This is an optimization exercise on Yosys and OpenROAD, whose aim is small area, a short achievable clock period and few clock cycles, not a production implementation. Function was checked by simulation only, so behaviour that the tests miss may differ from the original. No activity file was given, so power comes from the tool's default toggle rates.

Design half_dot_v_m, start of the top module:
module half_dot_v_m(
input rstn,
input clk,
input start,
input [159:0] vector,
input [1599:0] matrix,
output done,
output [159:0] vector_out
);
reg [19:0] sel;
always @(posedge clk)
  if (!rstn)
    sel <= 20'd1;
  else if (start)
    sel <= 20'd2;
  else if (!sel[0])
    sel <= {sel[18:0], sel[19]};
wire fetch = start | ~sel[0];
wire [9:0] row_sel;
wire col_sel = |(sel & 20'haaaaa);
genvar i, j;
generate
  for (i = 0; i < 10; i = i + 1) begin : rows
    assign row_sel[i] = sel[2*i] | sel[2*i+1];
  end
endgenerate
wire [15:0] v_mux;
wire [15:0] m_mux [0:4];
hdvm_select #(.N(10)) vsel(.sel(row_sel), .d(vector), .q(v_mux));
generate
  for (j = 0; j < 5; j = j + 1) begin : msel
    wire [319:0] d;
    for (i = 0; i < 20; i = i + 1) begin : e
      assign d[16*i +: 16] = matrix[16*(10*(i/2) + 2*j + (i%2)) +: 16];
    end
    hdvm_select #(.N(20)) s(.sel(sel), .d(d), .q(m_mux[j]));
  end
endgenerate
reg [15:0] op_v;
reg [15:0] op_m [0:4];
integer u;
always @(posedge clk) begin
  op_v <= v_mux;
  for (u = 0; u < 5; u = u + 1)
    op_m[u] <= m_mux[u];
end
reg [3:0] tag_op, tag_m, tag_p, tag_a;
always @(posedge clk)
  if (!rstn) begin
    tag_op <= 4'd0;
    tag_m <= 4'd0;
    tag_p <= 4'd0;
    tag_a <= 4'd0;
  end else begin
    tag_op <= {fetch, row_sel[0], row_sel[9], col_sel};
    tag_m <= tag_op;
    tag_p <= tag_m;
    tag_a <= tag_p;
  end
wire clear = tag_m[2];
wire wr0 = tag_a[3] & tag_a[1] & ~tag_a[0];
wire wr1 = tag_a[3] & tag_a[1] & tag_a[0];
reg done_q;
always @(posedge clk)
  if (!rstn | start)
    done_q <= 1'b0;
  else if (wr1)
    done_q <= 1'b1;
assign done = done_q;
genvar g;
generate
  ...
Settings: LEC_CHECK=0, CAP_MARGIN=20, CORE_AREA=5 5 695 695, DIE_AREA=0 0 700 700, PLACE_DENSITY=0.8, SLEW_MARGIN=20; clock period 11.0 ns.
standard.sh (not shown) runs the stock make flow with config.mk's settings and CLKGATE_MAP_FILE= SYNTH_SCRIPT=/design/flow/synth_recipe.tcl, a recipe that flattens the netlist after the stock synthesis.
==> flow/flow/run.sh <==
#!/bin/bash
set -uo pipefail
export BUFFER_PORTS_ARGS="-buffer_cell sky130_fd_sc_hd__buf_1"
bash standard.sh SETUP_SLACK_MARGIN=7.5 finish > standard.log 2>&1
Testbench counts at the start, summed over its fixed seeds: cycles 43,200.
Change:
Settings changed: CORE_AREA 5 5 695 695 to 125 125 575 575, CTS_CLUSTER_DIAMETER set to 100, CTS_CLUSTER_SIZE set to 20, PLACE_DENSITY 0.8 to unset, TNS_END_PERCENT set to 20.
Result: The new run produced a layout that fails on antenna rules; setup slack gets better by 140 ps; global-route usage goes up by 1.6 points; total power goes down by 6.4%; worst hold slack gets better by 8.8 ps; synthesized cell count does not change; core utilization came out higher by 26 points; sequential power falls by about 0.8%; wire length is higher by 16%; sequential share of layout area grows by 1.6 points.
Change:
Settings changed: CORE_AREA 125 125 575 575 to 5 5 695 695, CTS_CLUSTER_DIAMETER 100 to unset, CTS_CLUSTER_SIZE 20 to unset, TNS_END_PERCENT 20 to unset.
Result:
- The changed run finished with timing, DRC and antenna clean
- synthesized cell count stays the same
- synthesized area stays the same
- worst hold slack loses 68 ps
- wire length went down by 14%

## v18
Starting RTL as in the previous note.
==> flow/config.mk <==
export PLATFORM = sky130hd
export DESIGN_NAME = half_dot_v_m
export DESIGN_NICKNAME = half_dot_v_m
export VERILOG_FILES = /design/flow/design.v
export SDC_FILE = /design/flow/constraint.sdc
export NUM_CORES = 8
export LEC_CHECK = 0
export CAP_MARGIN = 20
export CORE_AREA = 125 125 575 575
export DIE_AREA = 0 0 700 700
export SLEW_MARGIN = 20
==> flow/constraint.sdc <==
create_clock -name core_clock -period 11.0 [get_ports {clk}]
set_input_delay 2.2000 -clock core_clock [delete_from_list [all_inputs] [get_ports {clk}]]
set_output_delay 2.2000 -clock core_clock [all_outputs]
set_load 0.01 [all_outputs]
Scripts as last shown in full above: flow/flow/run.sh
Having completed the whole flow, v18 delivered a layout that passed the timing, design-rule and antenna checks.
Testbench counts of v18, summed over its fixed seeds: cycles 43,200.
--- input diff v18..v10 ---
--- a/flow/flow/run.sh
+++ b/flow/flow/run.sh
@@ -4 +4 @@
-bash standard.sh SETUP_SLACK_MARGIN=7.5 finish > standard.log 2>&1
+bash standard.sh SETUP_SLACK_MARGIN=7.65 finish > standard.log 2>&1
==> comparison <==
The flow completed for v10, but it is not clean: the layout still shows antenna rules. In the reports for v10 and v18, the smaller clock power belongs to v10. The final reports for v10 and v18 show last weighted congestion value of the routability-driven placer higher in the former. v10 vs. v18: standby leakage power grew by 2.5%, global-route usage held steady.
Here is what was changed in the inputs of v37 compared with v10.
--- a/flow/flow/run.sh
+++ b/flow/flow/run.sh
@@ -4 +4 @@
-bash standard.sh SETUP_SLACK_MARGIN=7.65 finish > standard.log 2>&1
+bash standard.sh SETUP_SLACK_MARGIN=7.5 finish > standard.log 2>&1
--- a/flow/config.mk
+++ b/flow/config.mk
@@ -9 +9,2 @@
-export CORE_AREA = 125 125 575 575
+export CORE_AREA = 5 5 695 695
+export CTS_BUF_LIST = sky130_fd_sc_hd__clkbuf_8
[summary]
v37 finished end to end and its layout was clean on timing, DRC and antenna. v37 vs. v10: final period demand of the worst path grew by 0.30 ns; final cell area excluding filler cells has increased; internal cell power decreased by about 5.5% relative to the old numbers; total routed wirelength fell about 14%; number of cell rows grew by about 53%. Top fanout value on the critical path, v37 and v10: larger value in v10. v10 → v37: overall fraction of global-route tracks in use down 1.4 points, amount of wire on met3 after detailed routing dropped 68 mm. Compared with v10, v37 shows a combinational power that is about 10% lower. | via density per instance | v37 vs v10 | 26% lower |. Count of H-tree levels built during CTS (higher): v37.
## Diff of input files: v59 against v37
--- a/flow/flow/run.sh
+++ b/flow/flow/run.sh
@@ -4 +4 @@
-bash standard.sh SETUP_SLACK_MARGIN=7.5 finish > standard.log 2>&1
+bash standard.sh SETUP_SLACK_MARGIN=7.3 finish > standard.log 2>&1
--- a/flow/config.mk
+++ b/flow/config.mk
@@ -9,2 +9 @@
-export CORE_AREA = 5 5 695 695
-export CTS_BUF_LIST = sky130_fd_sc_hd__clkbuf_8
+export CORE_AREA = 100 100 600 600
Findings:
Of v59 and v37, just one finished clean: v37.
The higher relative area of non-clock buffer cells in the final design came out of v37.
The clock transition at the registers of the reported paths was comparable across v59 and v37.
Changes observed in v59 relative to v37: area used by sequential logic in the layout went down, fraction of area in clock buffers and inverters did not really move, number of standard cells in the final layout excluding fillers went down, worst setup slack after layout went up, share of total power in the clock network went up.
Number of signal-net inverters in the final layout: v59 vs v37 — no meaningful difference
Compared to v37, v59 has non-clock buffer count 169 lower.

-- static timing again, ports no longer ideal --
In the flow no input, the clock included, has a driving cell. The finished layouts below were timed again as built, in two steps. Step 1, drivers: a clkbuf_16 drives clk and a buf_2 each remaining input, both assumed. Step 2, shift: input delay + t, output delay - t, t = (earliest + latest rising clock arrival at the registers) / 2. This alone moves slack from input paths to output paths. Slacks: ideal / step 1 / step 2; pairs: ideal / step 1.
run	shift t [ns]	slack for setup (ns)	worst register clock-pin slew, ns	pins driven straight from the clock port
the first run of note 1	0.954	7.221 / 7.136 / 6.591	0.08 / 0.08	1
the second run of note 1	0.810	7.358 / 7.299 / 6.555	0.10 / 0.10	1
the third run of note 1	0.955	7.233 / 7.146 / 6.405	0.08 / 0.08	1
v18	0.846	7.429 / 7.346 / 6.645	0.08 / 0.08	1
v10	0.842	7.420 / 7.345 / 6.652	0.07 / 0.07	1
v37	1.107	7.122 / 7.042 / 6.504	0.08 / 0.08	1
v59	0.875	7.327 / 7.230 / 6.872	0.07 / 0.07	1
For the third run of note 1, which loses most, drivers alone change the setup slack by -0.087 ns; drivers and shift together by -0.828 ns.
